Context: an optimization exercise on an open-source flow, tuned for small area. The choices shown serve that exercise and are no tape-out recipe.
In this exercise RTL edits were held to simulation tests only and were not proved equivalent to the original.
Power and IR drop assume default switching activity.

// top
module top (
    input        clk,
    input        rst_raw,
    input        confirm_raw,
    input  [3:0] col,
    output [3:0] row,
    output [6:0] seg2,
    output [1:0] anode2,
    output [6:0] seg4,
    output [3:0] anode4,
    output       ain,
    output       gain,
    output       shutdown_n
);
    function [9:0] lf10(input [9:0] q);
        lf10 = {q[8:0], (q[9] ^ q[2]) & (|q[8:0])};
    endfunction
    function [12:0] lf13(input [12:0] q);
        lf13 = {q[11:0], q[12] ^ q[2]};
    endfunction
    localparam [12:0] S_0    = 13'd1,
                      S_4202 = 13'd6930,
                      S_4624 = 13'd1251,
                      S_6248 = 13'd1377,
                      S_6249 = 13'd2754;
    reg [9:0] rcnt;
    reg       rprev;
    reg       db_reset;
    always @(posedge clk) begin
        rprev <= rst_raw;
        rcnt  <= (rst_raw != rprev) ? 10'd1 : lf10(rcnt);
        db_reset <= db_reset_next;
    end
    wire db_reset_next = (rst_raw == rprev && rcnt == 10'd0) ? rst_raw : db_reset;
    wire srst = db_reset | db_reset_next;
    reg        cprev;
    reg        db_confirm;
    reg [12:0] tl;
    wire       csat = (tl[9:0] == 10'd0);
    always @(posedge clk)
        cprev <= confirm_raw & ~rst_raw;
    always @(posedge clk or posedge rst_raw) begin
        if (rst_raw)
            db_confirm <= 0;
        else if (confirm_raw == cprev && csat)
            db_confirm <= confirm_raw;
    end
    reg [5:0] cnt_lo;
    reg [9:0] cnt_hi;
    always @(posedge clk) begin
        if (srst) begin
            cnt_lo <= 0; cnt_hi <= 0;
        end else begin
            cnt_lo <= {cnt_lo[4:0], cnt_lo[5] ^ cnt_lo[4] ^ (cnt_lo[4:0] == 5'd0)};
            cnt_hi <= cnt_hi + (cnt_lo == 6'b100000);
        end
    end
    reg [1:0] scan_row;
    reg [9:0] dcnt;        
  ...
clock: 10.0 ns
lec_check: 0
cap_margin: 20
core_margin: 2
core_utilization: 40
cts_buf_list: sky130_fd_sc_hd__clkbuf_4 sky130_fd_sc_hd__clkbuf_8
cts_cluster_diameter: 100
cts_cluster_size: 30
slew_margin: 20
buffer_ports_args: -buffer_cell sky130_fd_sc_hd__buf_1
cts_args: -sink_clustering_enable -repair_clock_nets -dont_use_dummy_load -buf_list {sky130_fd_sc_hd__clkbuf_8 sky130_fd_sc_hd__clkbuf_16} -sink_clustering_size 50 -sink_clustering_max_diameter 200
standard.sh (not shown) runs the stock make flow with config.mk's settings and CLKGATE_MAP_FILE= SYNTH_SCRIPT=/design/flow/synth_recipe.tcl, a recipe that flattens the netlist after the stock synthesis.
==> flow/flow/run.sh <==
#!/bin/bash
# Standard synthesis, then the combinational logic re-mapped for area by
# yosys/abc (registers untouched), then the standard layout with plain buf_1
# port buffers and a clock tree without dummy loads.
set -euo pipefail
HERE=$(pwd)
cat >> config.mk <<'EOC'
export BUFFER_PORTS_ARGS = -buffer_cell sky130_fd_sc_hd__buf_1
export CTS_ARGS = -sink_clustering_enable -repair_clock_nets -dont_use_dummy_load -buf_list {sky130_fd_sc_hd__clkbuf_8 sky130_fd_sc_hd__clkbuf_16} -sink_clustering_size 50 -sink_clustering_max_diameter 200
EOC
bash standard.sh synth > make_synth.log 2>&1
R=$HERE/orfs/results/$FLOW_PLATFORM/top/base
cp $R/1_2_yosys.v $HERE/1_2_yosys_standard.v
export REOPT_LIB=$FLOW_HOME/platforms/sky130hd/lib/sky130_fd_sc_hd__tt_025C_1v80.lib
export REOPT_IN=$HERE/1_2_yosys_standard.v
export REOPT_OUT=$HERE/1_2_yosys_reopt.v
export REOPT_SCRIPT=$HERE/flow/reopt.abc
export REOPT_DONT_USE=$(sed -n '/DONT_USE_CELLS/,/^$/p' $FLOW_HOME/platforms/sky130hd/config.mk | grep -o "sky130_fd_sc_hd__[a-z0-9_]*" | sed 's/^/-dont_use /' | tr '\n' ' ')
yosys -c $HERE/flow/reopt.tcl > $HERE/reopt_yosys.log 2>&1
cp $REOPT_OUT $R/1_2_yosys.v
rm -f $R/1_synth.odb
bash standard.sh > make_finish.log 2>&1
==> flow/flow/reopt.abc <==
strash
&get -n
&deepsyn -T 60
&put
dch
amap
==> flow/flow/reopt.tcl <==
# Re-map the combinational logic of the standard synthesis for area.
# Registers and the tie cell are kept as they are (same cells, same names).
yosys read_liberty -ignore_miss_func $::env(REOPT_LIB)
yosys read_verilog $::env(REOPT_IN)
yosys hierarchy -top $::env(FLOW_TOP)
yosys setattr -mod -set keep_hierarchy 1 sky130_fd_sc_hd__df* sky130_fd_sc_hd__edf* sky130_fd_sc_hd__conb_*
yosys flatten
yosys opt_clean
yosys stat -liberty $::env(REOPT_LIB)
yosys abc -liberty $::env(REOPT_LIB) {*}$::env(REOPT_DONT_USE) -script $::env(REOPT_SCRIPT) $::env(FLOW_TOP)
yosys opt_clean -purge
yosys delete t:\$scopeinfo
yosys rename -enumerate -pattern reopt_%_
yosys stat -liberty $::env(REOPT_LIB)
yosys select $::env(FLOW_TOP)
yosys write_verilog -noattr -nohex -nodec -selected $::env(REOPT_OUT)
The starting point finished clean.
==> next run, changes <==
==> flow/flow/run.sh (replaced) <==
#!/bin/bash
# Standard synthesis, then the combinational logic re-mapped for area by
# yosys/abc (registers untouched: same cells, same names), then the standard
# layout with plain buf_1 port buffers and a clock tree without dummy loads.
# The re-mapping runs abc's deepsyn with four seeds in parallel and keeps the
# smallest result. Each tool writes its full output to its own log here.
set -uo pipefail
HERE=$(pwd)
cat >> config.mk <<'EOC'
export BUFFER_PORTS_ARGS = -buffer_cell sky130_fd_sc_hd__buf_1
export CTS_ARGS = -sink_clustering_enable -repair_clock_nets -dont_use_dummy_load -buf_list {sky130_fd_sc_hd__clkbuf_4 sky130_fd_sc_hd__clkbuf_8}
EOC
bash standard.sh synth > make_synth.log 2>&1 || exit 1
R=$HERE/orfs/results/$FLOW_PLATFORM/top/base
cp $R/1_2_yosys.v $HERE/1_2_yosys_standard.v
export REOPT_LIB=$FLOW_HOME/platforms/sky130hd/lib/sky130_fd_sc_hd__tt_025C_1v80.lib
export REOPT_IN=$HERE/1_2_yosys_standard.v
export REOPT_DONT_USE=$(sed -n '/DONT_USE_CELLS/,/^$/p' $FLOW_HOME/platforms/sky130hd/config.mk | grep -o "sky130_fd_sc_hd__[a-z0-9_]*" | sed 's/^/-dont_use /' | tr '\n' ' ')
pids=""
for S in 1 2 3 4; do
  printf 'strash\n&get -n\n&deepsyn -T 240 -S %s\n&put\ndch\namap\n' $S > $HERE/reopt_s$S.abc
  REOPT_SCRIPT=$HERE/reopt_s$S.abc REOPT_OUT=$HERE/reopt_s$S.v \
    yosys -c $HERE/flow/reopt.tcl > $HERE/reopt_s$S.log 2>&1 &
  pids="$pids $!"
done
for p in $pids; do wait $p; done
best=""; bestarea=""
for S in 1 2 3 4; do
  a=$(grep "Chip area for top module" $HERE/reopt_s$S.log 2>/dev/null | tail -1 | awk '{print $NF}')
  if [[ -n "$a" && -s $HERE/reopt_s$S.v ]]; then
    if [[ -z "$bestarea" ]] || awk "BEGIN{exit !($a < $bestarea)}"; then best=$S; bestarea=$a; fi
  fi
done
echo "re-mapped netlist: seed $best, area $bestarea" > $HERE/reopt_choice.log
if [[ -n "$best" ]]; then
  cp $HERE/reopt_s$best.v $R/1_2_yosys.v
  rm -f $R/1_synth.odb
fi
bash standard.sh > make_finish.log 2>&1
Settings changed: CTS_ARGS -sink_clustering_enable -repair_clock_nets -dont_use_dummy_load -buf_list {sky130_fd_sc_hd__clkbuf_8 sky130_fd_sc_hd__clkbuf_16} -sink_clustering_size 50 -sink_clustering_max_diameter 200 to -sink_clustering_enable -repair_clock_nets -dont_use_dummy_load -buf_list {sky130_fd_sc_hd__clkbuf_4 sky130_fd_sc_hd__clkbuf_8}.
removed: flow/flow/reopt.abc
Outcome: The new run passed the timing, DRC and antenna checks. Worst setup slack gains 93 ps. Hold slack gains 9.4 ps. Wire length decreases by 6.1%. Count of clock-buffer cells in the layout does not change. Final cell count decreases by 0.38%. Global-route usage decreases by 1.5 points.
==> next run, changes <==
==> flow/flow/run.sh (replaced) <==
#!/bin/bash
# Standard synthesis, then the combinational logic re-mapped for area by
# yosys/abc (registers untouched), then the standard layout with plain buf_1
# port buffers and a clock tree without dummy loads.
set -euo pipefail
HERE=$(pwd)
cat >> config.mk <<'EOC'
export BUFFER_PORTS_ARGS = -buffer_cell sky130_fd_sc_hd__buf_1
export CTS_ARGS = -sink_clustering_enable -repair_clock_nets -dont_use_dummy_load -buf_list {sky130_fd_sc_hd__clkbuf_4 sky130_fd_sc_hd__clkbuf_8}
EOC
bash standard.sh synth > make_synth.log 2>&1
R=$HERE/orfs/results/$FLOW_PLATFORM/top/base
cp $R/1_2_yosys.v $HERE/1_2_yosys_standard.v
export REOPT_LIB=$FLOW_HOME/platforms/sky130hd/lib/sky130_fd_sc_hd__tt_025C_1v80.lib
export REOPT_IN=$HERE/1_2_yosys_standard.v
export REOPT_OUT=$HERE/1_2_yosys_reopt.v
export REOPT_SCRIPT=$HERE/flow/reopt.abc
export REOPT_DONT_USE=$(sed -n '/DONT_USE_CELLS/,/^$/p' $FLOW_HOME/platforms/sky130hd/config.mk | grep -o "sky130_fd_sc_hd__[a-z0-9_]*" | sed 's/^/-dont_use /' | tr '\n' ' ')
yosys -c $HERE/flow/reopt.tcl > $HERE/reopt_yosys.log 2>&1
cp $REOPT_OUT $R/1_2_yosys.v
rm -f $R/1_synth.odb
bash standard.sh > make_finish.log 2>&1
==> flow/flow/reopt.abc (new file) <==
strash
&get -n
&deepsyn -T 60
&put
dch
amap
Final cell count grows by 2.7%.
Clock power stays flat.
Sequential power shrinks by about 1%.
Clock-buffer cell count is unchanged.
Worst hold slack hardly moves.
Core utilization stays flat.

---

north:
top, a different RTL version from the one above (not shown whole).
Size in the first run: ~850 cells after synthesis, roughly 34 I/O pins, about 0.0072 mm2 of cells after synthesis.
==> flow/config.mk <==
export PLATFORM = sky130hd
export DESIGN_NAME = top
export DESIGN_NICKNAME = top
export VERILOG_FILES = /design/flow/design.v
export SDC_FILE = /design/flow/constraint.sdc
export NUM_CORES = 4
export LEC_CHECK = 0
export CAP_MARGIN = 20
export CORE_MARGIN = 2
export CORE_UTILIZATION = 40
export CTS_BUF_LIST = sky130_fd_sc_hd__clkbuf_2 sky130_fd_sc_hd__clkbuf_4
export CTS_CLUSTER_DIAMETER = 60
export CTS_CLUSTER_SIZE = 20
export SLEW_MARGIN = 20
==> flow/constraint.sdc <==
create_clock -name core_clock -period 10.0 [get_ports {clk}]
set_input_delay 2.0000 -clock core_clock [delete_from_list [all_inputs] [get_ports {clk}]]
set_output_delay 2.0000 -clock core_clock [all_outputs]
set_load 0.01 [all_outputs]
run.sh (not shown) runs the stock make flow with config.mk's settings and CLKGATE_MAP_FILE= SYNTH_SCRIPT=/design/flow/synth_recipe.tcl, a recipe that flattens the netlist after the stock synthesis.
Stock flow here: none of the scripts above is used.
north finished all stages; the layout is clean.
Changes in south relative to north:
- changing CTS_CLUSTER_SIZE from 20 to 30
- changing CTS_CLUSTER_DIAMETER from 60 to 100
- changing CTS_BUF_LIST from sky130_fd_sc_hd__clkbuf_2 sky130_fd_sc_hd__clkbuf_4 to sky130_fd_sc_hd__clkbuf_4 sky130_fd_sc_hd__clkbuf_8
Notes after the runs:
- south went all the way through the flow, and no timing, DRC or antenna check failed.
- For met2 track demand over resource in global routing, south and north come out practically identical.
- Looking at met2 wirelength from detailed routing across north and south, the one that comes out higher is north.
- In the metrics for north and south, the one carrying the higher portion of total power attributed to sequential cells is north.
Modified inputs, east compared to south
- CTS_CLUSTER_DIAMETER no longer set, was 100
- CTS_CLUSTER_SIZE no longer set, was 30
- CTS_BUF_LIST no longer set, was sky130_fd_sc_hd__clkbuf_4 sky130_fd_sc_hd__clkbuf_8
## What came out
- Comparing south and east, utilization is higher on east.
- Multi-input logic portion of the cell area: east vs south down 1.2 points
- Compared with south, east shows a worst setup slack after layout that is 0.029 ns higher.
- A leading power group of the clock network is what east shows, while sequential cells belongs to south.
- Diff south -> east | total routing resource utilization after global routing | increase of 0.30 points

---

Another version of the RTL of top (not shown whole).
Size in the first run: roughly 680 cells after synthesis, ~34 I/O pins, roughly 0.0063 mm2 of cells after synthesis.
## top
module top (
    input        clk,
    input        rst_raw,
    input        confirm_raw,
    input  [3:0] col,
    output [3:0] row,
    output [6:0] seg2,
    output [1:0] anode2,
    output [6:0] seg4,
    output [3:0] anode4,
    output       ain,
    output       gain,
    output       shutdown_n
);
    function [9:0] lf10(input [9:0] q);
        lf10 = {q[8:0], (q[9] ^ q[2]) & (|q[8:0])};
    endfunction
    function [12:0] lf13(input [12:0] q);
        lf13 = {q[11:0], q[12] ^ q[2]};
    endfunction
    localparam [12:0] S_0    = 13'd1,
                      S_4202 = 13'd6930,
                      S_4625 = 13'd2502,
                      S_6248 = 13'd1377,
                      S_6249 = 13'd2754;
    reg [9:0] rcnt;
    reg       rprev;
    reg       db_reset;
    always @(posedge clk) begin
        rprev <= rst_raw;
        rcnt  <= (rst_raw != rprev) ? 10'd1 : lf10(rcnt);
        if (rst_raw == rprev && rcnt == 10'd0)
            db_reset <= rst_raw;
    end
    reg [9:0] ccnt;
    reg       cprev;
    reg       db_confirm;
    always @(posedge clk) begin
        cprev <= confirm_raw & ~rst_raw;
        ccnt  <= (rst_raw || confirm_raw != cprev) ? 10'd1 : lf10(ccnt);
    end
    always @(posedge clk or posedge rst_raw) begin
        if (rst_raw)
            db_confirm <= 0;
        else if (confirm_raw == cprev && ccnt == 10'd0)
            db_confirm <= confirm_raw;
    end
    reg [5:0] cnt_lo;
    reg [9:0] cnt_hi;
    always @(posedge clk or posedge db_reset) begin
        if (db_reset) begin
            cnt_lo <= 0; cnt_hi <= 0;
        end else begin
            cnt_lo <= {cnt_lo[4:0], cnt_lo[5] ^ cnt_lo[4] ^ (cnt_lo[4:0] == 5'd0)};
            cnt_hi <= cnt_hi + (cnt_lo == 6'b100000);
        end
    end
    reg [1:0] scan_row;
    reg [9:0] dcnt;        
    reg       scanning;
  ...
export LEC_CHECK = 0
export CAP_MARGIN = 20
export CORE_MARGIN = 2
export CORE_UTILIZATION = 40
export CTS_BUF_LIST = sky130_fd_sc_hd__clkbuf_4 sky130_fd_sc_hd__clkbuf_8
export CTS_CLUSTER_DIAMETER = 100
export CTS_CLUSTER_SIZE = 30
export SLEW_MARGIN = 20
export BUFFER_PORTS_ARGS = -buffer_cell sky130_fd_sc_hd__buf_1
export CTS_ARGS = -sink_clustering_enable -repair_clock_nets -dont_use_dummy_load -buf_list {sky130_fd_sc_hd__clkbuf_4 sky130_fd_sc_hd__clkbuf_8}
create_clock -name core_clock -period 10.0 [get_ports {clk}]
standard.sh (not shown) runs the stock make flow with config.mk's settings and CLKGATE_MAP_FILE= SYNTH_SCRIPT=/design/flow/synth_recipe.tcl, a recipe that flattens the netlist after the stock synthesis.
==> flow/flow/run.sh <==
#!/bin/bash
# Standard layout, with plain buf_1 cells as port buffers and a clock tree
# without dummy loads. Each tool's output goes to its own log here.
set -euo pipefail
cat >> config.mk <<'EOC'
export BUFFER_PORTS_ARGS = -buffer_cell sky130_fd_sc_hd__buf_1
export CTS_ARGS = -sink_clustering_enable -repair_clock_nets -dont_use_dummy_load -buf_list {sky130_fd_sc_hd__clkbuf_4 sky130_fd_sc_hd__clkbuf_8}
EOC
bash standard.sh > make_flow.log 2>&1
The first run went through all stages and came out clean.
Change:
==> flow/run.sh (new file) <==
#!/bin/bash
# synth_recipe.tcl (not shown) runs the flow's synth.tcl, then flattens the netlist and writes it again
# the make line also repeats each setting of config.mk as NAME=value (left out here)
make -C /OpenROAD-flow-scripts/flow DESIGN_CONFIG=/design/flow/config.mk WORK_HOME=/design/flow/orfs CLKGATE_MAP_FILE= SYNTH_SCRIPT=/design/flow/synth_recipe.tcl finish
BUFFER_PORTS_ARGS = unset   (was -buffer_cell sky130_fd_sc_hd__buf_1)
CTS_ARGS = unset   (was -sink_clustering_enable -repair_clock_nets -dont_use_dummy_load -buf_list {sky130_fd_sc_hd__clkbuf_4 sky130_fd_sc_hd__clkbuf_8})
removed: flow/flow/run.sh
removed: flow/standard.sh
What happened:
- The new run finished with timing, DRC and antenna clean
- core utilization goes up by 2.5 points
- setup slack got worse by 0.055 ns
- via count hardly moves

[static timing again, ports no longer ideal]
The flow's constraints put no driver on any port. The routed layouts listed below were extracted and timed again, unchanged, in two steps. Step 1 assumes that a clkbuf_16 drives the clock port and a buf_2 every other input. Step 2, shift: input delay + t, output delay - t, t = (earliest + latest rising clock arrival at the registers) / 2. This alone moves slack from input paths to output paths. Slacks: ideal ports / drivers / drivers and shift; pairs: ideal ports / drivers.
run	shift t [ns]	setup WS [ns]	worst setup path at the end	worst register clock-pin slew, ns	worst data-port slew with drivers (ns)
the first run of note 1	0.369	3.227 / 3.227 / 3.227	register to register	0.07 / 0.07	0.04
the second run of note 1	0.380	3.320 / 3.320 / 3.320	register to register	0.10 / 0.10	0.03
the third run of note 1	0.379	2.684 / 2.684 / 2.684	register to register	0.10 / 0.10	0.03
north	0.569	4.518 / 4.483 / 5.052	register to output	0.12 / 0.12	0.03
south	0.464	4.637 / 4.601 / 5.065	register to output	0.08 / 0.08	0.03
east	0.460	4.665 / 4.621 / 5.081	register to output	0.06 / 0.06	0.03
the first run of note 3	0.450	0.948 / 0.948 / 0.948	register to register	0.08 / 0.08	0.03
the second run of note 3	0.462	0.893 / 0.893 / 0.893	register to register	0.08 / 0.08	0.04
After both steps every run listed still meets setup and hold.
